This is an optimization exercise on Yosys and OpenROAD, whose aim is small area, not a production implementation.
In this exercise RTL edits were held to simulation tests only and were not proved equivalent to the original.
In every run shown here, the design's own scripts or RTL, not TritonCTS, make the clock network.
The flow treats the clock pin as an ideal source. Dropping or thinning the clock tree relies on that and would not hold on a real chip.
Power figures rest on the tool's default switching activity, not on a simulated workload.

<file path="design/flow/config.mk">
export PLATFORM = sky130hd
export DESIGN_NAME = dragonbridge_top
export DESIGN_NICKNAME = dragonbridge_top
export VERILOG_FILES = /design/flow/design.v
export SDC_FILE = /design/flow/constraint.sdc
export NUM_CORES = 4
export LEC_CHECK = 0
export CAP_MARGIN = 20
export CORE_MARGIN = 2
export CORE_UTILIZATION = 60
export PLACE_DENSITY = 0.75
export SLEW_MARGIN = 20
</file>
<file path="design/flow/constraint.sdc">
create_clock -name core_clock -period 10.0 [get_ports {clk}]
set_input_delay 2.0000 -clock core_clock [delete_from_list [all_inputs] [get_ports {clk}]]
set_output_delay 2.0000 -clock core_clock [all_outputs]
set_load 0.01 [all_outputs]
</file>
<file path="design/flow/design.v">
`timescale 1ns / 1ps
module dragonbridge_top(
		input wire clk,
		input wire rst_n,
		output wire[2:0] led,
		input wire rxd,
		output wire txd,
		output wire cs_n,
		output wire sck,
		output wire mosi,
		input wire miso,
		input wire i2c_sda_i,
		output wire i2c_sda_o,
		output wire i2c_scl_o
	);
	reg rst_s;
	reg rst;
	always @(posedge clk)
	begin
		rst_s <= ~rst_n;
		rst <= rst_s;
	end
	localparam[4:0] S_IDLE    = 5'h00;
	localparam[4:0] A_TEST    = 5'h01;
	localparam[4:0] A_BAUDH   = 5'h02;
	localparam[4:0] A_SPISPD  = 5'h03;
	localparam[4:0] A_SPIMODE = 5'h04;
	localparam[4:0] A_CS      = 5'h05;
	localparam[4:0] A_SPIGET  = 5'h06;
	localparam[4:0] A_I2CH    = 5'h07;
	localparam[4:0] I_DLY2S   = 5'h08;	 
	localparam[4:0] I_DLY2P   = 5'h09;
	localparam[4:0] A_WRGET   = 5'h0A;
	localparam[4:0] I_DLY2R   = 5'h0B;
	localparam[4:0] A_HACK    = 5'h0C;
	localparam[4:0] S_DLY     = 5'h0D;	 
	localparam[4:0] A_BAUDL   = 5'h10;
	localparam[4:0] A_I2CL    = 5'h11;
	localparam[4:0] S_SRQ     = 5'h12;	 
	localparam[4:0] S_SGT     = 5'h13;	 
	localparam[4:0] S_TXST    = 5'h14;	 
	localparam[4:0] S_TXW     = 5'h15;	 
	localparam[4:0] S_RDY     = 5'h16;	 
	localparam[4:0] I_DLY1    = 5'h17;
	localparam[4:0] I_FLAG    = 5'h18;	 
	localparam[4:0] I_CLK     = 5'h19;	 
	localparam[4:0] I_ACTW    = 5'h1A;	 
	localparam[4:0] I_ACTR    = 5'h1B;	 
	reg[4:0] st;
	reg[8:0] udiv;	 
	reg[7:0] sdiv;
	reg cpol;
	reg cpha;
	reg cs_r;
	reg[15:0] idiv;
	reg hack;
	reg rx_s;
	reg rx_act;
	reg[8:0] rx_tmr;
	reg[9:0] rx_fr;
	wire rx_time = (rx_tmr == udiv);
	wire rdy = ~rx_fr[0] & ~rx_act;
	wire[7:0] rb = rx_fr[8:1];
	always @(posedge clk)
	begin
		rx_s <= rxd;
		if(rst)
			rx_act <= 1'b0;
		else if(~rx_fr[0] & rx_act)
			rx_act <= 1'b0;
		else if(~rx_s)
			rx_act <= 1'b1;
		if(~rx_act)
			rx_tmr <= {1'b0, udiv[8:1]};
		else if(rx_time)
			rx_tmr <= 9'd0;
		else
			rx_tmr <= rx_tmr + 9'd1;
		if(rst | ~rx_act)
			rx_fr <= 10'h3FF;
		else if(rx_time)
			rx_fr <= {rx_s, rx_fr[9:1]};
	end
	reg[7:0] D;	 
	reg[8:0] T;	 
	reg[3:0] C;	 
	wire[1:0] op = C[1:0];
	wire i_act = (st == I_ACTW) | (st == I_ACTR);
	reg txd_r;
	reg ack;
	reg sck_r;
	reg mosi_r;
	reg scl_r;
	reg sda_r;
	reg[15:0] cnt;
	wire p1 = (cnt == 16'd0);
	wire p2 = (cnt == {1'b0, idiv[15:1]});
	wire clk_act = (st == I_CLK) | i_act;
	wire tz = (T == 9'd0);
	wire pulse = tz;
	wire t_udiv = tz;
	wire c15 = (C == 4'hF);
	wire spi_last = (st == S_SGT) & pulse & c15;
	wire i_p1h = p1 & scl_r;
	wire i_p1l = p1 & ~scl_r;
	assign led = {cs_n, txd, rxd};
	assign txd = txd_r;
	assign cs_n = cs_r;
	assign sck = sck_r;
	assign mosi = mosi_r;
	assign i2c_sda_o = sda_r;
	assign i2c_scl_o = scl_r;
	always @(posedge clk)
	begin
		if(rst)
			cnt <= 16'd0;
		else if(cnt == idiv)
			cnt <= 16'd0;
		else
			cnt <= cnt + 16'd1;
		if(rst)
			scl_r <= 1'b1;
		else if(clk_act & p2)
			scl_r <= ~scl_r;
		if(rst)
			sda_r <= 1'b1;
		else if(((st == I_FLAG) | (st == I_CLK)) & ~op[1] & i_p1l)
			sda_r <= ~op[0];
		else if((st == I_CLK) & i_p1h)
			sda_r <= op[0];
		else if(i_act & i_p1l)	 
			sda_r <= (C == 4'd14) ? ((st == I_ACTW) | ~hack) : D[7];
		if(i_act & i_p1h & c15)
			ack <= i2c_sda_i;
		if((st == S_SRQ) | (st == S_TXST) | tz)
			T <= ((st == S_SRQ) | (st == S_SGT)) ? {1'b0, sdiv} : udiv;
		else
			T <= T - 9'd1;
		if(st == S_IDLE)
			C <= {2'b00, rb[1:0]};
		else if((st == S_SRQ) | (st == S_TXST))
			C <= 4'd0;
		else if((st == S_SGT) | (st == S_TXW))
		begin
			if(tz)
				C <= C + 4'd1;
		end
		else if((st == I_FLAG) & op[1] & i_p1h)
			C <= 4'd6;
		else if(i_act & i_p1l)
			C <= C + 4'd1;
		case(st)
			S_IDLE: if(rdy)
			begin
				if(rb[1])	 
					D <= 8'hFF;
				else
					D <= {7'h00, ~ack};
			end
			A_TEST, A_SPIGET, A_WRGET, A_BAUDH: if(rdy) D <= rb;
			S_SGT: if(pulse & C[0]) D <= {D[6:0], miso};
			I_ACTW, I_ACTR: if(i_p1h & ~c15 & (C != 4'd6)) D <= {D[6:0], i2c_sda_i};
			S_TXW: if(t_udiv) D <= {1'b0, D[7:1]};
			default: ;
		endcase
		if(rst)
			txd_r <= 1'b1;
		else if(st == S_TXST)
			txd_r <= 1'b0;
		else if((st == S_TXW) & t_udiv)
			txd_r <= D[0] | C[3];	 
		if(rst)
			st <= S_IDLE;
		else case(st)
			S_IDLE: if(rdy)
			begin
				st <= ((rb[7:4] == 4'h0) && (rb[3:1] != 3'b111)) ? {1'b0, rb[3:0]} : S_IDLE;
			end
			A_TEST: if(rdy) st <= S_TXST;
			A_BAUDH: if(rdy) st <= A_BAUDL;
			A_SPISPD, A_SPIMODE, A_CS, A_HACK, A_BAUDL, A_I2CL: if(rdy) st <= S_IDLE;
			A_SPIGET: if(rdy) st <= S_SRQ;
			A_I2CH: if(rdy) st <= A_I2CL;
			A_WRGET: if(rdy) st <= I_DLY1;
			I_DLY2S, I_DLY2P, I_DLY2R: st <= I_DLY1;
			S_DLY: st <= S_TXST;
			S_SRQ: st <= S_SGT;
			S_SGT: if(spi_last) st <= S_DLY;
			S_TXST: st <= S_TXW;
			S_TXW: if(t_udiv & C[3] & C[0]) st <= S_RDY;
			S_RDY: st <= S_IDLE;
			I_DLY1: st <= I_FLAG;
			I_FLAG: if(i_p1h) st <= op[1] ? (op[0] ? I_ACTR : I_ACTW) : I_CLK;
			I_CLK: if(i_p1h) st <= S_RDY;
			I_ACTW: if(i_p1h & c15) st <= S_RDY;
			I_ACTR: if(i_p1h & c15) st <= S_DLY;
			default: st <= S_IDLE;
		endcase
	end
	always @(posedge clk or posedge rst)
	begin
		if(rst)
		begin
			sck_r <= 1'b0;
			mosi_r <= 1'b0;
		end
		else
		begin
			if(st != S_SGT)
				sck_r <= cpol;
			else if(pulse)	 
				sck_r <= ~sck_r;
			if((st == S_SRQ) & ~cpha)
				mosi_r <= D[7];
			else if((st == S_SGT) & pulse & ~c15)
			begin
				if(cpha & ~C[0])
					mosi_r <= D[7];
				else if(~cpha & C[0])
					mosi_r <= D[6];
			end
		end
	end
	always @(posedge clk or posedge rst)
	begin
		if(rst)
			cs_r <= 1'b0;
		else if(rdy & (st == A_CS))
			cs_r <= rb[0];
	end
	always @(posedge clk)
	begin
		if(rst)
		begin
			udiv <= 9'd433;
			sdiv <= 8'h00;
			cpol <= 1'b0;
			cpha <= 1'b0;
			idiv <= 16'h0000;
			hack <= 1'b0;
		end
		else if(rdy)
		begin
			case(st)
				A_BAUDL: udiv <= {D[0], rb};
				A_SPISPD: sdiv <= rb;
				A_SPIMODE:
				begin
					cpha <= rb[0];
					cpol <= rb[1];
				end
				A_I2CH: idiv[15:8] <= rb;
				A_I2CL: idiv[7:0] <= rb;
				A_HACK: hack <= rb[0];
				default: ;
			endcase
		end
	end
endmodule
</file>
<file path="design/flow/flow/run.sh">
#!/bin/bash
# Own layout flow. It runs the standard flow (standard.sh) with three changes:
#  - synthesis: synth_recipe.tcl unchanged, except that Yosys's final ABC technology
#    mapping (after the registers are mapped, so the registers are the standard
#    synthesis's) is run with each of the area-oriented scripts flow/abc_*.script,
#    and the smallest result is kept;
#  - port buffers: every input and output port still gets a buffer, but a buf_1;
#  - clock tree: built by flow/my_cts.tcl (the PRE_CTS_TCL hook) instead of TritonCTS:
#    the clock port drives four buf_12 cells, each driving a quarter of the flip-flops.
# Each tool's full log stays in orfs/logs/...; make's own output goes to flow_make.log.
set -o pipefail
HERE=$(pwd)
export MY_ABC_SCRIPTS="$(ls $HERE/flow/abc_*.script | tr '\n' ' ')"
cat > $HERE/my_synth.tcl <<'EOT'
proc abc {args} {
  set i [lsearch $args -script]
  if {$i < 0} { yosys abc {*}$args; return }
  set libargs ""
  foreach lib $::env(LIB_FILES) { append libargs "-liberty $lib " }
  yosys design -save pre_abc
  set besta 1e18
  set bestsc ""
  foreach sc $::env(MY_ABC_SCRIPTS) {
    yosys design -load pre_abc
    set a $args
    lset a [expr {$i+1}] $sc
    yosys abc {*}$a
    set txt [yosys tee -q -s result.string stat {*}$libargs]
    if {[regexp {Chip area for module[^:]*:\s*([0-9.]+)} $txt -> area]} {
      puts "MYABC $sc area $area"
      if {$area < $besta} { set besta $area; set bestsc $sc; yosys design -save best_abc }
    }
  }
  puts "MYABC best $bestsc $besta"
  yosys design -load best_abc
}
EOT
cat $HERE/synth_recipe.tcl >> $HERE/my_synth.tcl
export MY_CLK_BUF=sky130_fd_sc_hd__buf_12 MY_CLK_NX=2 MY_CLK_NY=2
bash standard.sh "SYNTH_SCRIPT=$HERE/my_synth.tcl" "PRE_CTS_TCL=$HERE/flow/my_cts.tcl" "BUFFER_PORTS_ARGS=-buffer_cell sky130_fd_sc_hd__buf_1" finish > $HERE/flow_make.log 2>&1
</file>
<file path="design/flow/flow/abc_0.script">
strash
ifraig
dc2
strash
dch -f
map -a
mfs2
strash
dc2
dch -f
map -a
mfs2
strash
dch -f
&get -n
&nf -R 1000 -p -a -F 8 -A 4
&put
topo
</file>
<file path="design/flow/flow/abc_1.script">
strash
&get -n
&deepsyn -T 40 -S 1
&put
dch -f
map -a
mfs2
strash
dc2
dch -f
map -a
mfs2
strash
dch -f
&get -n
&nf -R 1000 -p -a -F 8 -A 4
&put
topo
</file>
<file path="design/flow/flow/abc_2.script">
strash
&get -n
&deepsyn -T 40 -S 2
&put
dch -f
map -a
mfs2
strash
dc2
dch -f
map -a
mfs2
strash
dch -f
&get -n
&nf -R 1000 -p -a -F 8 -A 4
&put
topo
</file>
<file path="design/flow/flow/abc_3.script">
strash
&get -n
&deepsyn -T 40 -S 3
&put
dch -f
map -a
mfs2
strash
dc2
dch -f
map -a
mfs2
strash
dch -f
&get -n
&nf -R 1000 -p -a -F 8 -A 4
&put
topo
</file>
<file path="design/flow/flow/abc_4.script">
strash
&get -n
&deepsyn -T 40 -S 4
&put
dch -f
map -a
mfs2
strash
dc2
dch -f
map -a
mfs2
strash
dch -f
&get -n
&nf -R 1000 -p -a -F 8 -A 4
&put
topo
</file>
<file path="design/flow/flow/abc_5.script">
strash
&get -n
&deepsyn -T 40 -S 5
&put
dch -f
map -a
mfs2
strash
dc2
dch -f
map -a
mfs2
strash
dch -f
&get -n
&nf -R 1000 -p -a -F 8 -A 4
&put
topo
</file>
<file path="design/flow/flow/abc_6.script">
strash
&get -n
&deepsyn -T 40 -S 6
&put
dch -f
map -a
mfs2
strash
dc2
dch -f
map -a
mfs2
strash
dch -f
&get -n
&nf -R 1000 -p -a -F 8 -A 4
&put
topo
</file>
<file path="design/flow/flow/abc_7.script">
strash
&get -n
&deepsyn -T 40 -S 7
&put
dch -f
map -a
mfs2
strash
dc2
dch -f
map -a
mfs2
strash
dch -f
&get -n
&nf -R 1000 -p -a -F 8 -A 4
&put
topo
</file>
<file path="design/flow/flow/abc_8.script">
strash
&get -n
&deepsyn -T 40 -S 8
&put
dch -f
map -a
mfs2
strash
dc2
dch -f
map -a
mfs2
strash
dch -f
&get -n
&nf -R 1000 -p -a -F 8 -A 4
&put
topo
</file>
<file path="design/flow/flow/my_cts.tcl">
# PRE_CTS_TCL hook: a hand-built clock tree replaces TritonCTS. The clock port
# drives MY_CLK_NBUF buffers (MY_CLK_BUF cells); each drives the flip-flops of one
# region of the placement (the regions split the flip-flops evenly).
rename clock_tree_synthesis orig_clock_tree_synthesis
proc my_split {items axis n} {
  # split a list of {iterm x y} into n groups of nearly equal size along axis (1=x, 2=y)
  set s [lsort -integer -index $axis $items]
  set len [llength $s]
  set out {}
  for {set i 0} {$i < $n} {incr i} {
    set a [expr {($len * $i) / $n}]
    set b [expr {($len * ($i + 1)) / $n - 1}]
    lappend out [lrange $s $a $b]
  }
  return $out
}
proc clock_tree_synthesis {args} {
  puts "my_cts: hand-built clock tree instead of clock_tree_synthesis $args"
  set db [ord::get_db]
  set block [ord::get_db_block]
  set clknet [[lindex [$block getBTerms] [lsearch -exact [lmap b [$block getBTerms] {$b getName}] clk]] getNet]
  set sinks {}
  foreach it [$clknet getITerms] {
    set loc [[$it getInst] getLocation]
    lappend sinks [list $it [lindex $loc 0] [lindex $loc 1]]
  }
  puts "my_cts: [llength $sinks] sinks"
  set nx $::env(MY_CLK_NX)
  set ny $::env(MY_CLK_NY)
  set clusters {}
  foreach col [my_split $sinks 1 $nx] {
    foreach cl [my_split $col 2 $ny] { lappend clusters $cl }
  }
  set master [$db findMaster $::env(MY_CLK_BUF)]
  set k 0
  foreach cl $clusters {
    set sx 0; set sy 0
    foreach s $cl { incr sx [lindex $s 1]; incr sy [lindex $s 2] }
    set cx [expr {$sx / [llength $cl]}]
    set cy [expr {$sy / [llength $cl]}]
    set inst [odb::dbInst_create $block $master "clkbuf_hand_$k"]
    set net [odb::dbNet_create $block "clknet_hand_$k"]
    $net setSigType CLOCK
    [$inst findITerm A] connect $clknet
    [$inst findITerm X] connect $net
    foreach s $cl { set it [lindex $s 0]; $it disconnect; $it connect $net }
    $inst setLocation $cx $cy
    $inst setPlacementStatus PLACED
    puts "my_cts: buffer $k at $cx $cy drives [llength $cl] sinks"
    incr k
  }
  $clknet setSigType CLOCK
  set_propagated_clock [all_clocks]
}
</file>
<file path="design/flow/standard.sh">
#!/bin/bash
# synth_recipe.tcl (not shown) runs the flow's synth.tcl, then flattens the netlist and writes it again
# the make line also repeats each setting of config.mk as NAME=value (left out here)
make -C /OpenROAD-flow-scripts/flow DESIGN_CONFIG=/design/flow/config.mk WORK_HOME=/design/flow/orfs CLKGATE_MAP_FILE= SYNTH_SCRIPT=/design/flow/synth_recipe.tcl "${@:-finish}"
</file>
==> results of run 1 <==
## registers in the layout, summed over array words and instances, names as in the netlist, 4 cells and up
signal,cells
C,4
D,8
T,9
cnt,16
idiv,16
rx_fr,10
rx_tmr,9
sdiv,8
st,5
udiv,9
## kinds of logic (layout without fill, tap and decap cells)
logic type      Yosys count  in the layout  synth area share
simple gates            195            195            0.1976
compound gates          176            176            0.2524
flops                   108            108            0.4660
buf+inv                  43             58           0.03518
xor+xnor                 13             13           0.02320
fa+ha+maj                 6              6           0.01529
mux                       5              5           0.01045
## metrics by stage
step	std cells	area (sq um)	power, mW	util	setup slack, ns
2_1_floorplan	546	4908	0.4710	-	5.881
3_3_place_gp	659	5070	0.4757	0.6494	5.766
3_5_place_dp	659	5070	0.4767	0.6494	5.753
4_1_cts	663	5150	0.6407	0.6596	5.752
5_1_grt	663	5150	0.6601	0.6596	5.746
6_report	663	5150	0.6395	0.6596	5.762
## power groups by stage
stage | combinational, mW | clock [mW] | sequential, mW
4_1_cts | 0.0163 | 0.174 | 0.450
5_1_grt | 0.0181 | 0.190 | 0.452
3_5_place_dp | 0.0162 | 0 | 0.461
2_1_floorplan | 0.0130 | 0 | 0.458
3_3_place_gp | 0.0156 | 0 | 0.460
6_report | 0.0162 | 0.173 | 0.451
## routing by layer
metal / track usage / vias to the layer above / routed length, um / share of wire
met5: 0 / - / 0 / 0
met1: 0.4257 / 2138 / 5901 / 0.47
met2: 0.4679 / 172 / 5792 / 0.46
met4: 0.05676 / 0 / 238 / 0.019
li1: - / 2112 / - / -
met3: 0.01676 / 23 / 751 / 0.059
## cell usage after synthesis, types with 7 or more instances
cell type and n:
a21oi_1 35, a221oi_1 13, a22o_1 29, a22oi_1 12
and3_1 15, clkinv_1 40, dfxtp_1 94, edfxtp_1 11
nand2_1 38, nand3_1 28, nand4_1 7, nor2_1 42
nor3_1 28, nor4_1 7, o21ai_0 23, o22a_1 10
o22ai_1 20, xnor2_1 10
## path summary, 6_finish.rpt
| kind | to | start | depth (start not counted) |
|---|---|---|---|
| worst min register to register | rst | rst_s | 0 |
| min in group asynchronous | sck_r | rst | 1 |
| worst min-delay path | rst | rst_s | 0 |
| worst max register to register | C[2] | T[0] | 13 |
| max in group asynchronous | cs_r | rst | 1 |
| worst max-delay path | led[0] | rxd | 2 |
## cell type report
cell class	count	area, sq um
Sequential cell	108	2287
Multi-Input combinational cell	395	2449
Buffer	4	80.08
Inverter	40	150.1
Fill cell	637	2658
Tap cell	102	127.6
Timing Repair Buffer	14	56.30
==> results.json, run 1 <==
{
  "grt_max_degree": 28,
  "cts.clk_slew.worst_paths_ns": 0.10,
  "num_antenna_cells": 0,
  "fin_skew_ns": 0.01130,
  "routed_wl_um": 12680,
  "fp-row-count": 32,
  "cpMostUsedCell": "buf_1",
  "switching_power_uw": 124.5,
  "drc": 0,
  "comb_power_share": 0.025,
  "setup_violations": 0,
  "yosys.cell_types.count": 48,
  "leakage_nw": 1.752,
  "hold_ws_ns": 0.3421,
  "drtIter0Drc": 329,
  "syn_area_sq_um": 4908,
  "cp-end-kind": "output pin",
  "overflow": 0,
  "synth_warnings": 1,
  "hold_class": "flop to flop",
  "final_cell_mix": "dfxtp_1 (94), nor2_1 (42), clkinv_1 (40), nand2_1 (38), a21oi_1 (35)",
  "io_buffers": 13,
  "fin_crit_ns": 4.238,
  "timing.fmax_mhz": 235.9,
  "route.vias.total": 4445,
  "cp-start-kind": "input pin",
  "final_common_cell": "dfxtp_1",
  "cap_violations": 0,
  "postCtsSetupRepairBufs": 0,
  "start_util": 0.6287,
  "critPathBufInv": 2,
  "crit_arrival_ns": 2.24,
  "status": "no timing/DRC/antenna violations",
  "r2r_setup_slack_ns": 6.60,
  "nets": 574,
  "cpLargestDelayFamily": "buffers and inverters",
  "avgViaCountPerCell": 6.704,
  "synth_top_area_frac": 0.3834,
  "max_slew_margin": 0.3856,
  "swShare": 0.1947,
  "yosysTopAreaCell": "dfxtp_1",
  "grt_pass1_vias": 4099,
  "slowest_stage": "buf_1",
  "die_height_um": 94.45,
  "period_share": 0.4238,
  "worstSetupPathType": "input pin to output pin",
  "coreArea_sq_um": 7807,
  "ios": 14,
  "dpl.hpwl_um": 9165,
  "synth-main-ff-cell": "dfxtp_1",
  "final.setup.tns_ns": 0,
  "p_per_area_nw_per_um2": 124.2,
  "wl_per_cell_um": 19.13,
  "rsz0062_at_grt": "no",
  "grtUsageTotal": 0.2869,
  "grt_antenna_before_repair": 0,
  "path_cells": "buf_1 -> buf_1",
  "clk_latency_ns": 0.14,
  "grt_pass1_wl_um": 20730,
  "worstPathMaxFanout": 2,
  "maxSlewViolCount": 0,
  "die_area_sq_um": 8920,
  "synthCells": 546,
  "synthArstFlopShare": 0.02778,
  "syn_area_per_cell_sq_um": 8.990,
  "intPower_uw": 515.0,
  "ys_seq_area_frac": 0.4660,
  "synth_seq_cells": 108,
  "hold_buffers": 0,
  "drt-pass1-iter-count": 5,
  "drive_gt1_frac": 0.008913,
  "worstMarginPinSlew_ns": 0.9146,
  "pwr-share-seq": 0.705,
  "fp.dieW_um": 94.45,
  "cts_resized": 0,
  "syn_to_final_growth_pct": 4.920,
  "cpPeakStageDelay_ns": 0.15,
  "synth_area_leaders": "dfxtp_1 (38%), edfxtp_1 (6.7%), a22o_1 (5.2%)",
  "power.share.clock": 0.270,
  "hold_viol": 0,
  "synth_edf_count": 11,
  "peakVddDrop_mv": 0.1282,
  "gp_congestion": 0.9839,
  "syn_nets": 557,
  "ant_nets": 0,
  "required_ns": 8.00
}
==> run 2, diff against run 1 <==
--- a/design/flow/design.v
+++ b/design/flow/design.v
@@ -46,10 +46,11 @@
 	localparam[4:0] I_CLK     = 5'h19;	 
 	localparam[4:0] I_ACTW    = 5'h1A;	 
 	localparam[4:0] I_ACTR    = 5'h1B;	 
+	localparam[4:0] S_MODE2   = 5'h1C;	 
 	reg[4:0] st;
 	reg[8:0] udiv;	 
 	reg[7:0] sdiv;
-	reg cpol;
+	reg cpol;	 
 	reg cpha;
 	reg cs_r;
 	reg[15:0] idiv;
@@ -86,9 +87,7 @@
 	reg[3:0] C;	 
 	wire[1:0] op = C[1:0];
 	wire i_act = (st == I_ACTW) | (st == I_ACTR);
-	reg txd_r;
 	reg ack;
-	reg sck_r;
 	reg mosi_r;
 	reg scl_r;
 	reg sda_r;
@@ -104,9 +103,9 @@
 	wire i_p1h = p1 & scl_r;
 	wire i_p1l = p1 & ~scl_r;
 	assign led = {cs_n, txd, rxd};
-	assign txd = txd_r;
+	assign txd = (st != S_TXW) | (C[3] & ~C[0]) | (D[0] & ~C[3]);
 	assign cs_n = cs_r;
-	assign sck = sck_r;
+	assign sck = ~rst & (cpol ^ ((st == S_SGT) & C[0]));
 	assign mosi = mosi_r;
 	assign i2c_sda_o = sda_r;
 	assign i2c_scl_o = scl_r;
@@ -138,8 +137,10 @@
 			T <= T - 9'd1;
 		if(st == S_IDLE)
 			C <= {2'b00, rb[1:0]};
-		else if((st == S_SRQ) | (st == S_TXST))
+		else if(st == S_SRQ)
 			C <= 4'd0;
+		else if(st == S_TXST)
+			C <= 4'hF;
 		else if((st == S_SGT) | (st == S_TXW))
 		begin
 			if(tz)
@@ -157,18 +158,12 @@
 				else
 					D <= {7'h00, ~ack};
 			end
-			A_TEST, A_SPIGET, A_WRGET, A_BAUDH: if(rdy) D <= rb;
+			A_TEST, A_SPIGET, A_WRGET, A_BAUDH, A_SPIMODE: if(rdy) D <= rb;
 			S_SGT: if(pulse & C[0]) D <= {D[6:0], miso};
 			I_ACTW, I_ACTR: if(i_p1h & ~c15 & (C != 4'd6)) D <= {D[6:0], i2c_sda_i};
-			S_TXW: if(t_udiv) D <= {1'b0, D[7:1]};
+			S_TXW: if(t_udiv & ~C[3]) D <= {1'b0, D[7:1]};
 			default: ;
 		endcase
-		if(rst)
-			txd_r <= 1'b1;
-		else if(st == S_TXST)
-			txd_r <= 1'b0;
-		else if((st == S_TXW) & t_udiv)
-			txd_r <= D[0] | C[3];	 
 		if(rst)
 			st <= S_IDLE;
 		else case(st)
@@ -178,7 +173,9 @@
 			end
 			A_TEST: if(rdy) st <= S_TXST;
 			A_BAUDH: if(rdy) st <= A_BAUDL;
-			A_SPISPD, A_SPIMODE, A_CS, A_HACK, A_BAUDL, A_I2CL: if(rdy) st <= S_IDLE;
+			A_SPISPD, A_CS, A_HACK, A_BAUDL, A_I2CL: if(rdy) st <= S_IDLE;
+			A_SPIMODE: if(rdy) st <= S_MODE2;
+			S_MODE2: st <= S_IDLE;	 
 			A_SPIGET: if(rdy) st <= S_SRQ;
 			A_I2CH: if(rdy) st <= A_I2CL;
 			A_WRGET: if(rdy) st <= I_DLY1;
@@ -187,7 +184,7 @@
 			S_SRQ: st <= S_SGT;
 			S_SGT: if(spi_last) st <= S_DLY;
 			S_TXST: st <= S_TXW;
-			S_TXW: if(t_udiv & C[3] & C[0]) st <= S_RDY;
+			S_TXW: if(t_udiv & C[3] & ~C[0]) st <= S_RDY;
 			S_RDY: st <= S_IDLE;
 			I_DLY1: st <= I_FLAG;
 			I_FLAG: if(i_p1h) st <= op[1] ? (op[0] ? I_ACTR : I_ACTW) : I_CLK;
@@ -201,15 +198,10 @@
 	begin
 		if(rst)
 		begin
-			sck_r <= 1'b0;
 			mosi_r <= 1'b0;
 		end
 		else
 		begin
-			if(st != S_SGT)
-				sck_r <= cpol;
-			else if(pulse)	 
-				sck_r <= ~sck_r;
 			if((st == S_SRQ) & ~cpha)
 				mosi_r <= D[7];
 			else if((st == S_SGT) & pulse & ~c15)
@@ -231,10 +223,13 @@
 	always @(posedge clk)
 	begin
 		if(rst)
+			cpol <= 1'b0;
+		else if(st == S_MODE2)
+			cpol <= D[1];
+		if(rst)
 		begin
 			udiv <= 9'd433;
 			sdiv <= 8'h00;
-			cpol <= 1'b0;
 			cpha <= 1'b0;
 			idiv <= 16'h0000;
 			hack <= 1'b0;
@@ -244,11 +239,7 @@
 			case(st)
 				A_BAUDL: udiv <= {D[0], rb};
 				A_SPISPD: sdiv <= rb;
-				A_SPIMODE:
-				begin
-					cpha <= rb[0];
-					cpol <= rb[1];
-				end
+				A_SPIMODE: cpha <= rb[0];
 				A_I2CH: idiv[15:8] <= rb;
 				A_I2CL: idiv[7:0] <= rb;
 				A_HACK: hack <= rb[0];
==> results.json, run 2 <==
{
  "reg2reg_depth": 10,
  "worstPathMaxFanout": 2,
  "ys_seq_area_frac": 0.4604,
  "period_share": 0.4237,
  "grt_max_degree": 28,
  "die_height_um": 94.09,
  "fin_crit_ns": 4.237,
  "status": "no timing/DRC/antenna violations",
  "setup_violations": 0,
  "nets": 561,
  "syn_area_sq_um": 4870,
  "synth_edf_count": 11,
  "p_per_area_nw_per_um2": 120.7,
  "yosysTopAreaCell": "dfxtp_1",
  "cpLargestDelayFamily": "buffers and inverters",
  "crit_arrival_ns": 2.24,
  "wl_per_cell_um": 19.30,
  "final.setup.tns_ns": 0,
  "cap_violations": 0,
  "max_slew_margin": 0.3248,
  "required_ns": 8.00,
  "die_area_sq_um": 8853,
  "total_power_uw": 620.7,
  "r2r_setup_slack_ns": 6.81,
  "hold_viol": 0,
  "cpPeakStageDelay_ns": 0.15,
  "hp-start": "rst_s",
  "dpl.hpwl_um": 9191,
  "worstMarginPinSlew_ns": 1.005,
  "coreArea_sq_um": 7807,
  "cts.clk_slew.worst_paths_ns": 0.10,
  "drtIter0Drc": 397,
  "synth_warnings": 1,
  "fin_skew_ns": 0.01167,
  "gp_congestion": 0.9696,
  "multi_input_area_sq_um": 2441,
  "path_cells": "buf_1 -> buf_1",
  "grt_pass1_wl_um": 20560,
  "whs_endpoint": "rst",
  "worstSetupPathType": "input pin to output pin",
  "syn_area_per_cell_sq_um": 9.205,
  "grt_pass1_vias": 4008,
  "maxSlewViolCount": 0,
  "final_common_cell": "dfxtp_1",
  "cpMostUsedCell": "buf_1",
  "critPathBufInv": 2,
  "cts_resized": 0,
  "synth_seq_cells": 106,
  "hold-path-cell-count": 0,
  "clk_latency_ns": 0.14,
  "postCtsSetupRepairBufs": 0,
  "reg_top3": "cnt x16, idiv x16, rx_fr x10",
  "num_antenna_cells": 0,
  "cp-start-kind": "input pin",
  "hold_class": "flop to flop",
  "yosys.cell_types.count": 54,
  "pwr-share-seq": 0.702,
  "synthCells": 529,
  "fp-row-count": 32,
  "swShare": 0.1908,
  "cp-end-kind": "output pin",
  "hold_buffers": 0,
  "reg2reg_to": "st[1]",
  "drc": 0,
  "switching_power_uw": 118.4,
  "start_util": 0.6237,
  "synth_area_leaders": "dfxtp_1 (38%), edfxtp_1 (6.8%), a22o_1 (5.6%)",
  "overflow": 0,
  "drt-pass1-iter-count": 7,
  "final_cell_mix": "dfxtp_1 (93), clkinv_1 (44), nor2_1 (35), a22o_1 (31)",
  "avgViaCountPerCell": 6.845,
  "fp.dieW_um": 94.09,
  "intPower_uw": 502.2,
  "route.vias.total": 4449,
  "peakVddDrop_mv": 0.1282,
  "syn_nets": 540,
  "leakage_nw": 1.744,
  "grtUsageTotal": 0.2866,
  "synthArstFlopShare": 0.01887,
  "routed_wl_um": 12540,
  "slowest_stage": "buf_1",
  "ios": 14,
  "power.share.clock": 0.274,
  "synth-main-ff-cell": "dfxtp_1",
  "yosys.cell_count.top_type": "dfxtp_1",
  "comb_power_share": 0.024,
  "rsz0062_at_grt": "no",
  "synth_common_cells": "dfxtp_1 (93), clkinv_1 (44), nor2_1 (35)",
  "ant_nets": 0,
  "drive_gt1_frac": 0.01642,
  "final-seq-area_sq_um": 2242,
  "grt_antenna_before_repair": 0,
  "syn_to_final_growth_pct": 5.601,
  "timing.fmax_mhz": 236.0,
  "fillers": 699,
  "synth_top_area_frac": 0.3823,
  "io_buffers": 13,
  "worstReg2RegStart": "st[0]"
}
[run 2: cell types whose count changed in the layout (fill, tap and decap cells not counted), sizes merged, moves of 5 or more]
cell / previous run / this run
a221oi: 13 / 8
nor2: 42 / 35
a21oi: 35 / 29
a222oi: 0 / 5
nand2: 38 / 29
nand3: 28 / 15
a22oi: 12 / 7
o21ai: 23 / 18
nor3: 28 / 23
[run 2: worst register-to-register path: stages, from the launching register on]
cell      delay, ns
dfxtp_1        0.47
nor2_1         0.53
nand2_1        0.20
nor2_1         0.39
nor2_1         0.14
o21ai_0        0.10
buf_4          0.20
o221ai_1       0.15
a211oi_1       0.44
o21ai_0        0.20
a32o_1         0.28
[run 2: area by class of cell]
type | instances | area share
multi-input combinational | 376 | 0.4747
sequential | 106 | 0.4360
inverter | 44 | 0.03212
tap | 102 | 0.02482
timing repair buffer | 18 | 0.01679
buffer | 4 | 0.01557
[run 2: logic make-up after synthesis]
family | synth area share
fa+ha+maj | 0.01542
buf+inv | 0.03854
xor+xnor | 0.02698
simple gates | 0.1835
compound gates | 0.2708
flops | 0.4604
mux | 0.004368
[run 2: metal layers]
| metal | up-vias | track usage | share of wire |
|---|---|---|---|
| met4 | 0 | 0.04589 | 0.019 |
| li1 | 2111 | - | - |
| met3 | 28 | 0.01846 | 0.085 |
| met5 | - | 0 | 0 |
| met2 | 229 | 0.4750 | 0.46 |
| met1 | 2081 | 0.4198 | 0.44 |
[run 2: worst max-delay path by stage]
stage,start,end,slack (ns),cells past startpoint
CTS,rxd,led[0],5.75,2
global route,rxd,led[0],5.75,2
global placement,rxd,led[0],5.77,2
finish,rxd,led[0],5.76,2
floorplan,rxd,led[0],5.88,1
detailed placement,rxd,led[0],5.76,2
[run 2: power groups by stage]
stage | clock [mW] | sequential, mW | combinational, mW
final | 0.170 | 0.436 | 0.0149
after global routing | 0.188 | 0.436 | 0.0164
after CTS | 0.174 | 0.436 | 0.0148
after detailed placement | 0 | 0.445 | 0.0147
after global placement | 0 | 0.445 | 0.0144
after floorplan | 0 | 0.445 | 0.0104
[run 2: metrics by stage]
stage / area [sq um] / util / hold slack, ns / cells / setup WS [ns]
floorplan: 4870 / - / 0.2069 / 529 / 5.881
global placement: 5062 / 0.6484 / 0.3096 / 646 / 5.766
detailed placement: 5062 / 0.6484 / 0.3164 / 646 / 5.756
CTS: 5142 / 0.6587 / 0.3399 / 650 / 5.754
global route: 5142 / 0.6587 / 0.3429 / 650 / 5.754
finish: 5142 / 0.6587 / 0.3356 / 650 / 5.763
==> run 3, diff against run 2 <==
--- a/design/flow/config.mk
+++ b/design/flow/config.mk
@@ -7,6 +7,6 @@
 export LEC_CHECK = 0
 export CAP_MARGIN = 20
 export CORE_MARGIN = 2
-export CORE_UTILIZATION = 60
-export PLACE_DENSITY = 0.75
+export CORE_UTILIZATION = 70
+export PLACE_DENSITY = 0.85
 export SLEW_MARGIN = 20
==> results.json, run 3 <==
{
  "timing.fmax_mhz": 235.9,
  "final.setup.tns_ns": 0,
  "ios": 14,
  "reg2reg_to": "st[1]",
  "final_cell_mix": "dfxtp_1 (93), clkinv_1 (44), nor2_1 (35), a22o_1 (31)",
  "syn_area_per_cell_sq_um": 9.205,
  "synth_edf_count": 11,
  "reg_top3": "cnt x16, idiv x16, rx_fr x10",
  "fillers": 497,
  "reg2reg_depth": 9,
  "avgViaCountPerCell": 7.247,
  "cpLargestDelayFamily": "buffers and inverters",
  "cap_violations": 0,
  "required_ns": 8.00,
  "path_depth": 2,
  "cpMostUsedCell": "buf_1",
  "worstPathMaxFanout": 2,
  "cp-endpoint": "led[0]",
  "synthCells": 529,
  "synth_top_area_frac": 0.3823,
  "critPathBufInv": 2,
  "period_share": 0.4239,
  "yosys.cell_types.count": 54,
  "hold_buffers": 0,
  "fp-row-count": 30,
  "path_cells": "buf_1 -> buf_1",
  "leakage_nw": 1.739,
  "slowest_stage": "buf_1",
  "r2r_setup_slack_ns": 6.41,
  "crit_arrival_ns": 2.24,
  "nets": 560,
  "drt-pass1-iter-count": 8,
  "fin_crit_ns": 4.239,
  "drive_gt1_frac": 0.01463,
  "die_height_um": 87.41,
  "grt_antenna_before_repair": 0,
  "setup_violations": 0,
  "place_area_sq_um": 5027,
  "status": "no timing/DRC/antenna violations",
  "synth-main-ff-cell": "dfxtp_1",
  "multi_input_area_sq_um": 2441,
  "hold_viol": 0,
  "grtUsageTotal": 0.3389,
  "clk_latency_ns": 0.14,
  "die_area_sq_um": 7640,
  "final-seq-area_sq_um": 2242,
  "synth_seq_cells": 106,
  "hold_ws_ns": 0.3369,
  "ant_nets": 0,
  "route.vias.total": 4544,
  "rsz0062_at_grt": "no",
  "ys_seq_area_frac": 0.4604,
  "postCtsSetupRepairBufs": 0,
  "syn_area_sq_um": 4870,
  "cp-end-kind": "output pin",
  "grt_pass1_vias": 4196,
  "start_util": 0.7207,
  "wl_per_cell_um": 20.68,
  "synth_area_leaders": "dfxtp_1 (38%), edfxtp_1 (6.8%), a22o_1 (5.6%)",
  "synth_common_cells": "dfxtp_1 (93), clkinv_1 (44), nor2_1 (35)",
  "worstReg2RegStart": "st[0]",
  "syn_nets": 540,
  "drtIter0Drc": 516,
  "dpl.hpwl_um": 9302,
  "p_per_area_nw_per_um2": 121.9,
  "io_buffers": 13,
  "coreArea_sq_um": 6756,
  "peakVddDrop_mv": 0.1619,
  "yosysTopAreaCell": "dfxtp_1",
  "num_antenna_cells": 0,
  "design_area_sq_um": 5107,
  "hold_class": "flop to flop",
  "grt_pass1_wl_um": 20860,
  "fp.dieW_um": 87.41,
  "routed_wl_um": 12970,
  "final_common_cell": "dfxtp_1",
  "fin_skew_ns": 0.01372,
  "grt_max_degree": 28,
  "yosys.cell_count.top_type": "dfxtp_1",
  "worstMarginPinSlew_ns": 0.9297,
  "synthArstFlopShare": 0.01887,
  "gp_congestion": 0.9619,
  "cts_resized": 0,
  "max_slew_margin": 0.3779,
  "worstSetupPathType": "input pin to output pin",
  "cts.clk_slew.worst_paths_ns": 0.10,
  "overflow": 0,
  "cpPeakStageDelay_ns": 0.16,
  "drc": 0,
  "cp-start-kind": "input pin",
  "cp-startpoint": "rxd",
  "setup_ws_ns": 5.761,
  "post-place-ws_ns": 5.756,
  "synth_warnings": 1,
  "maxSlewViolCount": 0,
  "syn_to_final_growth_pct": 4.882
}
## run 3: metal layers
metal  global-route usage  share of wire  vias up
met5                    0              0        -
met4              0.09790          0.032        0
met3              0.03412          0.088       49
met2               0.5751           0.48      278
met1               0.4600           0.40     2121
li1                     -              -     2096
## run 3: logic make-up (layout without fill, tap and decap cells)
family | Yosys count | after routing | share of synthesized area
compound gates | 180 | 180 | 0.2708
simple gates | 173 | 173 | 0.1835
flops | 106 | 106 | 0.4604
buf+inv | 47 | 65 | 0.03854
xor+xnor | 15 | 15 | 0.02698
fa+ha+maj | 6 | 6 | 0.01542
mux | 2 | 2 | 0.004368
## run 3: final cells by class
type | instances | share of cell area
multi-input cells | 376 | 0.4780
plain buffers | 4 | 0.01568
inverters | 44 | 0.03234
flip-flops and latches | 106 | 0.4390
well taps | 80 | 0.01960
repair buffers | 17 | 0.01543
## run 3: power by group
part	leakage [nW]	internal, mW	switching (mW)
Clock	0.0376	0.0653	0.107
Sequential	0.871	0.431	0.00553
Combinational	0.831	0.00546	0.00806
## run 3: worst min path at each step
stage           from    to  slack [ns]  cells past startpoint
5_1_grt        rst_s   rst        0.35                      0
3_3_place_gp   rst_s   rst        0.31                      0
2_1_floorplan    rst  cs_r        0.21                      1
4_1_cts        rst_s   rst        0.34                      0
3_5_place_dp   rst_s   rst        0.31                      0
6_report       rst_s   rst        0.34                      0
## run 3: metrics by stage
stage	power, mW	util	std cells
finish	0.6225	0.7559	627
global route	0.6369	0.7559	627
CTS	0.6205	0.7559	627
detailed placement	0.4597	0.7441	623
global placement	0.4587	0.7441	623
floorplan	0.4550	-	529
==> run 4, diff against run 3 <==
--- a/design/flow/config.mk
+++ b/design/flow/config.mk
@@ -7,6 +7,7 @@
 export LEC_CHECK = 0
 export CAP_MARGIN = 20
 export CORE_MARGIN = 2
-export CORE_UTILIZATION = 70
-export PLACE_DENSITY = 0.85
+export CORE_UTILIZATION = 60
+export GPL_TIMING_DRIVEN = 0
+export PLACE_DENSITY = 0.75
 export SLEW_MARGIN = 20
removed: design/flow/flow/abc_0.script
removed: design/flow/flow/abc_2.script
removed: design/flow/flow/abc_3.script
removed: design/flow/flow/abc_4.script
removed: design/flow/flow/abc_5.script
removed: design/flow/flow/abc_6.script
removed: design/flow/flow/abc_7.script
removed: design/flow/flow/abc_8.script
==> results.json, run 4 <==
{
  "hold_buffers": 0,
  "ys_seq_area_frac": 0.4604,
  "worstReg2RegStart": "st[0]",
  "io_buffers": 13,
  "multi_input_area_sq_um": 2452,
  "fillers": 649,
  "final-seq-area_sq_um": 2242,
  "path_cells": "buf_1 -> buf_4 -> buf_1",
  "clk_latency_ns": 0.14,
  "start_util": 0.6237,
  "cap_violations": 0,
  "slowest_stage": "buf_1",
  "synth_common_cells": "dfxtp_1 (93), clkinv_1 (44), nor2_1 (35)",
  "ios": 14,
  "path_depth": 3,
  "hold_ws_ns": 0.3371,
  "syn_nets": 540,
  "maxSlewViolCount": 0,
  "swShare": 0.1863,
  "total_power_uw": 617.1,
  "synth_seq_cells": 106,
  "max_slew_margin": 0.3653,
  "syn_to_final_growth_pct": 5.781,
  "num_antenna_cells": 0,
  "timing.fmax_mhz": 231.2,
  "drtIter0Drc": 398,
  "route.vias.total": 4422,
  "setup_violations": 0,
  "ant_nets": 0,
  "synthArstFlopShare": 0.01887,
  "comb_power_share": 0.022,
  "wl_per_cell_um": 18.56,
  "hold-path-cell-count": 0,
  "cpMostUsedCell": "buf_1",
  "reg_top3": "cnt x16, idiv x16, rx_fr x10",
  "leakage_nw": 1.743,
  "grt_pass1_wl_um": 20050,
  "r2r_setup_slack_ns": 6.36,
  "synth-main-ff-cell": "dfxtp_1",
  "cpLargestDelayFamily": "buffers and inverters",
  "synth_edf_count": 11,
  "rsz0062_at_grt": "no",
  "syn_area_sq_um": 4870,
  "final_cell_mix": "dfxtp_1 (93), clkinv_1 (44), nor2_1 (35), a22o_1 (31)",
  "fin_skew_ns": 0.01319,
  "synth_top_area_frac": 0.3823,
  "crit_arrival_ns": 2.32,
  "required_ns": 8.00,
  "final_core_util": 0.6598,
  "power.share.clock": 0.270,
  "reg2reg_depth": 8,
  "final_common_cell": "dfxtp_1",
  "reg2reg_to": "D[4]",
  "cp-end-kind": "output pin",
  "grt_antenna_before_repair": 0,
  "final.setup.tns_ns": 0,
  "peakVddDrop_mv": 0.1141,
  "cp-start-kind": "input pin",
  "cts.clk_slew.worst_paths_ns": 0.09,
  "worstSetupPathType": "input pin to output pin",
  "die_height_um": 94.09,
  "nets": 561,
  "hold_class": "flop to flop",
  "fin_crit_ns": 4.324,
  "pwr-share-seq": 0.708,
  "coreArea_sq_um": 7807,
  "worstPathMaxFanout": 2,
  "grt_max_degree": 28,
  "switching_power_uw": 115.0,
  "fp.dieW_um": 94.09,
  "worstMarginPinSlew_ns": 0.9486,
  "gp_congestion": 0.9709,
  "yosysTopAreaCell": "dfxtp_1",
  "grt_pass1_vias": 4046,
  "post-place-ws_ns": 5.675,
  "drc": 0,
  "synth_warnings": 1,
  "drt-pass1-iter-count": 5,
  "synthCells": 529,
  "cts_resized": 0,
  "fp-row-count": 32,
  "yosys.cell_count.top_type": "dfxtp_1",
  "cp-endpoint": "led[0]",
  "avgViaCountPerCell": 6.803,
  "die_area_sq_um": 8853,
  "critPathBufInv": 3,
  "synth_area_leaders": "dfxtp_1 (38%), edfxtp_1 (6.8%), a22o_1 (5.6%)",
  "dpl.hpwl_um": 8805,
  "setup_ws_ns": 5.676,
  "period_share": 0.4324,
  "p_per_area_nw_per_um2": 119.8,
  "intPower_uw": 502.2,
  "routed_wl_um": 12060,
  "cpPeakStageDelay_ns": 0.14,
  "hold_viol": 0,
  "grtUsageTotal": 0.2763,
  "status": "no timing/DRC/antenna violations",
  "postCtsSetupRepairBufs": 0,
  "cp-startpoint": "rxd",
  "drive_gt1_frac": 0.02007,
  "syn_area_per_cell_sq_um": 9.205,
  "overflow": 0,
  "yosys.cell_types.count": 54
}
[run 4: cell counts after synthesis]
No cell type changed its count.
[run 4: logic make-up (layout without fill, tap and decap cells)]
kind of cell | count (synthesis) | after routing | synth area share
buffers and inverters | 47 | 66 | 0.03854
adder cells (fa/ha/maj) | 6 | 6 | 0.01542
flip-flops | 106 | 106 | 0.4604
AND/OR/NAND/NOR | 173 | 173 | 0.1835
XOR/XNOR | 15 | 15 | 0.02698
multiplexers | 2 | 2 | 0.004368
AO/OA/AOI/OAI | 180 | 180 | 0.2708
[run 4: how the worst min path moves through the flow]
stage	start	end	slack, ns
3_3_place_gp	rst_s	rst	0.31
3_5_place_dp	rst_s	rst	0.31
6_report	rst_s	rst	0.34
2_1_floorplan	rst	cs_r	0.21
5_1_grt	rst_s	rst	0.35
4_1_cts	rst_s	rst	0.34
[run 4: layout make-up]
cell class / count / area share
Buffer: 7 / 0.01992
Inverter: 44 / 0.03206
Multi-Input combinational cell: 376 / 0.4761
Sequential cell: 106 / 0.4353
Tap cell: 102 / 0.02478
Timing Repair Buffer: 15 / 0.01190
[run 4: worst register-to-register path: stages, from the launching register on]
cell and delay, ns:
dfxtp_1 0.48, nor2_1 0.62, nand2_1 0.25, nor2_1 0.41, nor2_1 0.12, o21ai_1 0.42, o221ai_1 0.26, a2111oi_2 0.49
buf_2 0.29
[run 4: layer usage]
layer / up-vias / GRT usage / share of wire
met1: 2038 / 0.4003 / 0.45
li1: 2101 / - / -
met2: 241 / 0.4625 / 0.45
met5: - / 0 / 0
met4: 0 / 0.04952 / 0.023
met3: 42 / 0.01525 / 0.082
[run 4: power groups by stage]
stage / logic [mW] / clock network, mW / registers (mW)
floorplan: 0.0104 / 0 / 0.445
global placement: 0.0131 / 0 / 0.446
detailed placement: 0.0136 / 0 / 0.446
CTS: 0.0136 / 0.173 / 0.436
global route: 0.0156 / 0.187 / 0.437
finish: 0.0137 / 0.167 / 0.437
[run 4: per-stage QoR]
stage               instances  area [sq um]
finish                    650          5151
detailed placement        646          5071
global placement          644          5046
CTS                       650          5151
floorplan                 529          4870
global route              650          5151
==> run 5, diff against run 4 <==
--- a/design/flow/config.mk
+++ b/design/flow/config.mk
@@ -5,9 +5,9 @@
 export SDC_FILE = /design/flow/constraint.sdc
 export NUM_CORES = 4
 export LEC_CHECK = 0
-export CAP_MARGIN = 20
+export CAP_MARGIN = 0
 export CORE_MARGIN = 2
 export CORE_UTILIZATION = 60
 export GPL_TIMING_DRIVEN = 0
 export PLACE_DENSITY = 0.75
-export SLEW_MARGIN = 20
+export SLEW_MARGIN = 0
==> results.json, run 5 <==
{
  "cp-end-kind": "output pin",
  "p_per_area_nw_per_um2": 120.2,
  "yosysTopAreaCell": "dfxtp_1",
  "post-place-ws_ns": 5.671,
  "synth_top_area_frac": 0.3823,
  "cpPeakStageDelay_ns": 0.14,
  "clk_latency_ns": 0.14,
  "ys_seq_area_frac": 0.4604,
  "coreArea_sq_um": 7807,
  "routed_wl_um": 12100,
  "period_share": 0.4323,
  "dpl.hpwl_um": 8804,
  "drtIter0Drc": 409,
  "max_slew_margin": 0.1937,
  "syn_to_final_growth_pct": 5.781,
  "drt-pass1-iter-count": 5,
  "yosys.cell_types.count": 54,
  "nets": 561,
  "die_height_um": 94.09,
  "num_antenna_cells": 0,
  "syn_area_per_cell_sq_um": 9.205,
  "final_common_cell": "dfxtp_1",
  "cpMostUsedCell": "buf_1",
  "grt_antenna_before_repair": 0,
  "grtUsageTotal": 0.2721,
  "start_util": 0.6237,
  "grt_pass1_vias": 4086,
  "ios": 14,
  "worstMarginPinSlew_ns": 1.197,
  "drive_gt1_frac": 0.02007,
  "setup_violations": 0,
  "hold_ws_ns": 0.3369,
  "avgViaCountPerCell": 6.837,
  "gp_congestion": 0.9709,
  "path_cells": "buf_1 -> buf_4 -> buf_1",
  "crit_arrival_ns": 2.32,
  "fin_skew_ns": 0.01546,
  "wl_per_cell_um": 18.62,
  "drc": 0,
  "die_area_sq_um": 8853,
  "synth-main-ff-cell": "dfxtp_1",
  "io_buffers": 13,
  "synth_common_cells": "dfxtp_1 (93), clkinv_1 (44), nor2_1 (35)",
  "ant_nets": 0,
  "synthArstFlopShare": 0.01887,
  "yosys.cell_count.top_type": "dfxtp_1",
  "slowest_stage": "buf_1",
  "overflow": 0,
  "leakage_nw": 1.744,
  "cts.clk_slew.worst_paths_ns": 0.09,
  "peakVddDrop_mv": 0.1246,
  "grt_pass1_wl_um": 19740,
  "worstPathMaxFanout": 2,
  "worstSetupPathType": "input pin to output pin",
  "reg2reg_depth": 10,
  "synth_warnings": 1,
  "hold_viol": 0,
  "fin_crit_ns": 4.323,
  "syn_area_sq_um": 4870,
  "reg_top3": "cnt x16, idiv x16, rx_fr x10",
  "postCtsSetupRepairBufs": 0,
  "synthCells": 529,
  "maxSlewViolCount": 0,
  "cp-start-kind": "input pin",
  "route.vias.total": 4444,
  "timing.fmax_mhz": 231.3,
  "grt_max_degree": 28,
  "fp.dieW_um": 94.09,
  "hold_buffers": 0,
  "setup_ws_ns": 5.677,
  "required_ns": 8.00,
  "hold-path-cell-count": 0,
  "synth_seq_cells": 106,
  "hold_class": "flop to flop",
  "syn_nets": 540,
  "cts_resized": 0,
  "total_power_uw": 619.1,
  "rsz0062_at_grt": "no",
  "synth_edf_count": 11,
  "final_cell_mix": "dfxtp_1 (93), clkinv_1 (44), nor2_1 (35), a22o_1 (31)",
  "cap_violations": 0,
  "status": "no timing/DRC/antenna violations",
  "final.setup.tns_ns": 0,
  "fp-row-count": 32,
  "synth_area_leaders": "dfxtp_1 (38%), edfxtp_1 (6.8%), a22o_1 (5.6%)"
}
-- run 5: kinds of logic (layout without fill, tap and decap cells) --
family,count (synthesis),count (layout),share of synthesized area
AO/OA/AOI/OAI,180,180,0.2708
XOR/XNOR,15,15,0.02698
adder cells (fa/ha/maj),6,6,0.01542
buffers and inverters,47,66,0.03854
flip-flops,106,106,0.4604
multiplexers,2,2,0.004368
AND/OR/NAND/NOR,173,173,0.1835
-- run 5: area by class of cell --
cell class	count	area, sq um
Fill cell	673	2656
Multi-Input combinational cell	376	2452
Tap cell	102	127.6
Inverter	44	165.2
Buffer	7	102.6
Timing Repair Buffer	15	61.31
Sequential cell	106	2242
-- run 5: metal layers --
| layer | track usage | up-vias | wire length (um) |
|---|---|---|---|
| met5 | 0 | - | 0 |
| met4 | 0.07729 | 0 | 411 |
| met3 | 0.01766 | 50 | 906 |
| met2 | 0.4440 | 229 | 5335 |
| met1 | 0.3903 | 2068 | 5449 |
| li1 | - | 2097 | - |
-- run 5: worst paths after layout --
check                            from     end  slack (ns)
worst max-delay path              rxd  led[0]        5.68
worst min-delay path            rst_s     rst        0.34
worst max register to register   T[0]   st[3]        6.08
worst min register to register  rst_s     rst        0.34
max in group asynchronous         rst    cs_r        9.31
min in group asynchronous         rst  mosi_r        0.45
-- run 5: report_power, final --
group	internal, mW	switching [mW]	total, mW	leakage, nW
Combinational	0.00571	0.00797	0.0137	0.835
Sequential	0.431	0.00549	0.437	0.871
Clock	0.0653	0.103	0.169	0.0376
-- run 5: critical path: cells and delay by family --
kind | cells | cell delay (ns)
buffers and inverters | 3 | 0.32
-- run 5: stage by stage --
stage,std cells,cell area [sq um],utilization
after floorplan,529,4870,-
after global placement,644,5046,0.6463
after detailed placement,646,5065,0.6487
after CTS,650,5145,0.6590
after global routing,650,5151,0.6598
final,650,5151,0.6598
==> run 6, diff against run 5 <==
==> design/flow/config.mk (replaced) <==
export PLATFORM = sky130hd
export DESIGN_NAME = dragonbridge_top
export DESIGN_NICKNAME = dragonbridge_top
export VERILOG_FILES = /design/flow/design.v
export SDC_FILE = /design/flow/constraint.sdc
export NUM_CORES = 4
export LEC_CHECK = 0
export CAP_MARGIN = 20
export CORE_MARGIN = 2
export CORE_UTILIZATION = 50
export PLACE_DENSITY = 0.65
export SLEW_MARGIN = 20
==> results.json, run 6 <==
{
  "synth_top_area_frac": 0.3823,
  "ant_nets": 0,
  "route.vias.total": 4366,
  "grt_antenna_before_repair": 0,
  "design_area_sq_um": 5181,
  "cts_resized": 0,
  "path_cells": "buf_1 -> buf_1",
  "cpLargestDelayFamily": "buffers and inverters",
  "yosysTopAreaCell": "dfxtp_1",
  "avgViaCountPerCell": 6.411,
  "critPathBufInv": 2,
  "worstPathMaxFanout": 2,
  "power.share.clock": 0.278,
  "syn_to_final_growth_pct": 6.398,
  "setup_violations": 0,
  "final_core_util": 0.5400,
  "grt_pass1_vias": 3858,
  "synthArstFlopShare": 0.01887,
  "cp-end-kind": "output pin",
  "synth_top_family_by_area": "compound AO/OA/AOI/OAI gates",
  "worstSetupPathType": "input pin to output pin",
  "hold_viol": 0,
  "postCtsSetupRepairBufs": 0,
  "synth_common_cells": "dfxtp_1 (93), clkinv_1 (44), nor2_1 (35)",
  "crit_arrival_ns": 2.23,
  "cpPeakStageDelay_ns": 0.15,
  "reg2reg_to": "st[3]",
  "synth_warnings": 1,
  "max_slew_margin": 0.3547,
  "fp-row-count": 36,
  "synth_seq_cells": 106,
  "grtUsageTotal": 0.2485,
  "fin_crit_ns": 4.229,
  "num_antenna_cells": 0,
  "synth-main-ff-cell": "dfxtp_1",
  "routed_wl_um": 13280,
  "clk_latency_ns": 0.14,
  "wl_per_cell_um": 19.50,
  "ios": 14,
  "fin_skew_ns": 0.01372,
  "final_common_cell": "dfxtp_1",
  "place_area_sq_um": 5101,
  "drive_gt1_frac": 0.01642,
  "grt_max_degree": 28,
  "syn_area_sq_um": 4870,
  "cts.clk_slew.worst_paths_ns": 0.11,
  "timing.fmax_mhz": 236.5,
  "synthCells": 529,
  "synth_compound_area_frac": 0.2708,
  "yosys.cell_types.count": 54,
  "total_power_uw": 623.7,
  "leakage_nw": 1.744,
  "worstReg2RegStart": "st[0]",
  "rsz0062_at_grt": "no",
  "synth_area_leaders": "dfxtp_1 (38%), edfxtp_1 (6.8%), a22o_1 (5.6%)",
  "period_share": 0.4229,
  "drtIter0Drc": 274,
  "stdcell_count": 681,
  "placed_cells": 677,
  "reg2reg_depth": 10,
  "status": "no timing/DRC/antenna violations",
  "yosys-mux-area-fraction": 0.004368,
  "cp-start-kind": "input pin",
  "hold_class": "flop to async pin",
  "post-place-ws_ns": 5.770,
  "swShare": 0.1948,
  "cpMostUsedCell": "buf_1",
  "syn_area_per_cell_sq_um": 9.205,
  "peakVddDrop_mv": 0.09092,
  "grt_pass1_wl_um": 20790,
  "cap_violations": 0,
  "io_buffers": 13,
  "hold_buffers": 0,
  "die_height_um": 102.7,
  "r2r_setup_slack_ns": 6.73,
  "required_ns": 8.00,
  "final_cell_mix": "dfxtp_1 (93), clkinv_1 (44), nor2_1 (35), a22o_1 (31)",
  "final.setup.tns_ns": 0,
  "syn_nets": 540,
  "start_util": 0.5076,
  "worstMarginPinSlew_ns": 0.9606,
  "coreArea_sq_um": 9594,
  "synth_xor_xnor_area_share": 0.02698,
  "slowest_stage": "buf_1",
  "switching_power_uw": 121.5,
  "drc": 0,
  "ys_seq_area_frac": 0.4604,
  "reg_top3": "cnt x16, idiv x16, rx_fr x10",
  "gp_congestion": 0.9905,
  "intPower_uw": 502.2,
  "synthAdderAreaFrac": 0.01542,
  "nets": 561,
  "yosys.cell_count.top_type": "dfxtp_1",
  "fp.dieW_um": 102.7,
  "die_area_sq_um": 10550,
  "overflow": 0,
  "dpl.hpwl_um": 9752,
  "setup_ws_ns": 5.771,
  "synth_edf_count": 11,
  "hold_ws_ns": 0.3371,
  "maxSlewViolCount": 0,
  "synthSimpleGateAreaFrac": 0.1835,
  "p_per_area_nw_per_um2": 120.4,
  "drt-pass1-iter-count": 5,
  "comb_power_share": 0.024,
  "pwr-share-seq": 0.698
}
[run 6: cell counts after synthesis]
Identical to the previous run, type by type.
[run 6: cells by family (layout without fill, tap and decap cells)]
group | after synthesis | after routing
mux | 2 | 2
flops | 106 | 106
compound gates | 180 | 180
simple gates | 173 | 173
buf+inv | 47 | 66
fa+ha+maj | 6 | 6
xor+xnor | 15 | 15
[run 6: metal layers]
layer  routed length, um  global-route usage  share of wire  vias to the layer above
met2                5835              0.3942           0.44                      135
li1                    -                   -              -                     2095
met1                6441              0.3726           0.49                     2118
met5                   0                   0              0                        -
met3                 695             0.01559          0.052                       18
met4                 306             0.05641          0.023                        0
[run 6: how the worst max path moves through the flow]
| stage | from | to | slack (ns) | cells after the start |
|---|---|---|---|---|
| detailed placement | rxd | led[0] | 5.77 | 2 |
| finish | rxd | led[0] | 5.77 | 2 |
| global placement | rxd | led[0] | 5.76 | 2 |
| global route | rxd | led[0] | 5.76 | 2 |
| CTS | rxd | led[0] | 5.77 | 2 |
| floorplan | rxd | led[0] | 5.88 | 1 |
[run 6: power by group through the flow]
| stage | clock network (mW) | logic (mW) | registers (mW) |
|---|---|---|---|
| 6_report | 0.174 | 0.0147 | 0.435 |
| 5_1_grt | 0.193 | 0.0160 | 0.436 |
| 4_1_cts | 0.178 | 0.0146 | 0.435 |
| 3_5_place_dp | 0 | 0.0146 | 0.445 |
| 3_3_place_gp | 0 | 0.0141 | 0.445 |
| 2_1_floorplan | 0 | 0.0104 | 0.445 |
[run 6: area by class of cell]
class / count / area, sq um
Sequential cell: 106 / 2242
Buffer: 4 / 80.08
Multi-Input combinational cell: 376 / 2441
Tap cell: 133 / 166.4
Fill cell: 921 / 4413
Inverter: 44 / 165.2
Timing Repair Buffer: 18 / 86.33
==> run 7, diff against run 6 <==
--- a/design/flow/config.mk
+++ b/design/flow/config.mk
@@ -7,6 +7,6 @@
 export LEC_CHECK = 0
 export CAP_MARGIN = 20
 export CORE_MARGIN = 2
-export CORE_UTILIZATION = 50
-export PLACE_DENSITY = 0.65
+export CORE_UTILIZATION = 70
+export PLACE_DENSITY = 0.85
 export SLEW_MARGIN = 20
==> results.json, run 7 <==
{
  "hold_viol": 0,
  "syn_area_per_cell_sq_um": 9.205,
  "timing.fmax_mhz": 235.9,
  "period_share": 0.4239,
  "crit_arrival_ns": 2.24,
  "synthArstFlopShare": 0.01887,
  "nets": 560,
  "r2r_setup_slack_ns": 6.41,
  "total_power_uw": 622.5,
  "setup_violations": 0,
  "cpLargestDelayFamily": "buffers and inverters",
  "ant_nets": 0,
  "slowest_stage": "buf_1",
  "dpl.hpwl_um": 9302,
  "gp_congestion": 0.9619,
  "syn_nets": 540,
  "die_area_sq_um": 7640,
  "grt_antenna_before_repair": 0,
  "hold-path-cell-count": 0,
  "final_common_cell": "dfxtp_1",
  "final.setup.tns_ns": 0,
  "path_depth": 2,
  "cap_violations": 0,
  "cp-end-kind": "output pin",
  "final_cell_mix": "dfxtp_1 (93), clkinv_1 (44), nor2_1 (35), a22o_1 (31)",
  "ys_seq_area_frac": 0.4604,
  "wl_per_cell_um": 20.68,
  "synth_warnings": 1,
  "start_util": 0.7207,
  "syn_area_sq_um": 4870,
  "grtUsageTotal": 0.3389,
  "fin_crit_ns": 4.239,
  "worstSetupPathType": "input pin to output pin",
  "worstPathMaxFanout": 2,
  "worstMarginPinSlew_ns": 0.9297,
  "status": "no timing/DRC/antenna violations",
  "yosysTopAreaCell": "dfxtp_1",
  "postCtsSetupRepairBufs": 0,
  "route.vias.total": 4544,
  "drc": 0,
  "num_antenna_cells": 0,
  "syn_to_final_growth_pct": 4.882,
  "cp-start-kind": "input pin",
  "io_buffers": 13,
  "maxSlewViolCount": 0,
  "reg2reg_depth": 9,
  "overflow": 0,
  "die_height_um": 87.41,
  "synth_edf_count": 11,
  "avgViaCountPerCell": 7.247,
  "hold_class": "flop to flop",
  "cpPeakStageDelay_ns": 0.16,
  "synth_seq_cells": 106,
  "yosys.cell_count.top_type": "dfxtp_1",
  "grt_max_degree": 28,
  "routed_wl_um": 12970,
  "cts.clk_slew.worst_paths_ns": 0.10,
  "drt-pass1-iter-count": 8,
  "leakage_nw": 1.739,
  "p_per_area_nw_per_um2": 121.9,
  "fp.dieW_um": 87.41,
  "required_ns": 8.00,
  "grt_pass1_wl_um": 20860,
  "cpMostUsedCell": "buf_1",
  "fin_skew_ns": 0.01372,
  "path_cells": "buf_1 -> buf_1",
  "max_slew_margin": 0.3779,
  "hold_buffers": 0,
  "synth_common_cells": "dfxtp_1 (93), clkinv_1 (44), nor2_1 (35)",
  "cts_resized": 0,
  "synth-main-ff-cell": "dfxtp_1",
  "synth_top_area_frac": 0.3823,
  "yosys.cell_types.count": 54,
  "ios": 14,
  "critPathBufInv": 2,
  "fp-row-count": 30,
  "rsz0062_at_grt": "no",
  "drtIter0Drc": 516,
  "coreArea_sq_um": 6756,
  "drive_gt1_frac": 0.01463,
  "reg_top3": "cnt x16, idiv x16, rx_fr x10",
  "clk_latency_ns": 0.14,
  "synth_area_leaders": "dfxtp_1 (38%), edfxtp_1 (6.8%), a22o_1 (5.6%)",
  "peakVddDrop_mv": 0.1619,
  "synthCells": 529,
  "grt_pass1_vias": 4196
}
[run 7: stage by stage]
step                      setup slack, ns  instance area, sq um  cells  hold WS [ns]    util
after floorplan                     5.881                  4870    529        0.2069       -
after global placement              5.768                  5027    623        0.3112  0.7441
after detailed placement            5.756                  5027    623        0.3147  0.7441
after CTS                           5.754                  5107    627        0.3373  0.7559
after global routing                5.746                  5107    627        0.3502  0.7559
final                               5.761                  5107    627        0.3369  0.7559
[run 7: final timing paths]
check,from,endpoint
max in group asynchronous,rst,cs_r
setup / recovery,rxd,led[0]
min in group asynchronous,rst,mosi_r
hold / removal,rst_s,rst
hold reg to reg,rst_s,rst
setup reg to reg,st[0],st[1]
[run 7: report_power, final]
group / internal, mW / switching, mW / leakage, nW
clock network: 0.0653 / 0.107 / 0.0376
logic: 0.00546 / 0.00806 / 0.831
registers: 0.431 / 0.00553 / 0.871
total: 0.502 / 0.121 / 1.74
[run 7: cell type report]
type / count / area (sq um)
multi-input combinational: 376 / 2441
sequential: 106 / 2242
fill: 497 / 1649
inverter: 44 / 165.2
tap: 80 / 100.1
buffer: 4 / 80.08
timing repair buffer: 17 / 78.83
[run 7: kinds of logic (layout without fill, tap and decap cells)]
logic type      count (synthesis)  count (layout)  share of synthesized area
compound gates                180             180                     0.2708
flops                         106             106                     0.4604
xor+xnor                       15              15                    0.02698
mux                             2               2                   0.004368
simple gates                  173             173                     0.1835
buf+inv                        47              65                    0.03854
fa+ha+maj                       6               6                    0.01542
[run 7: routing by layer]
metal | GRT usage | up-vias | wire (um)
met5 | 0 | - | 0
met4 | 0.09790 | 0 | 421
met3 | 0.03412 | 49 | 1135
met2 | 0.5751 | 278 | 6186
met1 | 0.4600 | 2121 | 5222
li1 | - | 2096 | -

==> separate check: timing with driven ports <==
The results above use ideal ports. As a check the final layouts listed here were re-extracted and re-timed, cells and wires unchanged. Step 1: set_driving_cell puts a clkbuf_16 on clk and a buf_2 on each other input, an assumption about the parent block. Step 2 also shifts input and output timing later by t, the mid clock arrival at the registers, as if the neighbouring blocks saw the same clock. Slacks: ideal / step 1 / step 2; pairs: ideal / step 1.
| run | t, ns | setup WS [ns] | worst register clock-pin slew, ns | worst slew at a driven data input, ns | pins driven straight from the clock port |
|---|---|---|---|---|---|
| run 1 | 0.224 | 5.762 / 5.740 / 5.740 | 0.11 / 0.11 | 0.03 | 4 |
| run 2 | 0.223 | 5.763 / 5.742 / 5.742 | 0.11 / 0.11 | 0.03 | 4 |
| run 3 | 0.221 | 5.761 / 5.739 / 5.739 | 0.11 / 0.11 | 0.03 | 4 |
| run 4 | 0.212 | 5.676 / 5.652 / 5.652 | 0.11 / 0.11 | 0.04 | 4 |
| run 5 | 0.222 | 5.677 / 5.653 / 5.653 | 0.11 / 0.11 | 0.03 | 4 |
| run 6 | 0.229 | 5.771 / 5.749 / 5.749 | 0.11 / 0.11 | 0.03 | 4 |
| run 7 | 0.221 | 5.761 / 5.739 / 5.739 | 0.11 / 0.11 | 0.03 | 4 |
After both steps setup and hold are still met in every run listed.
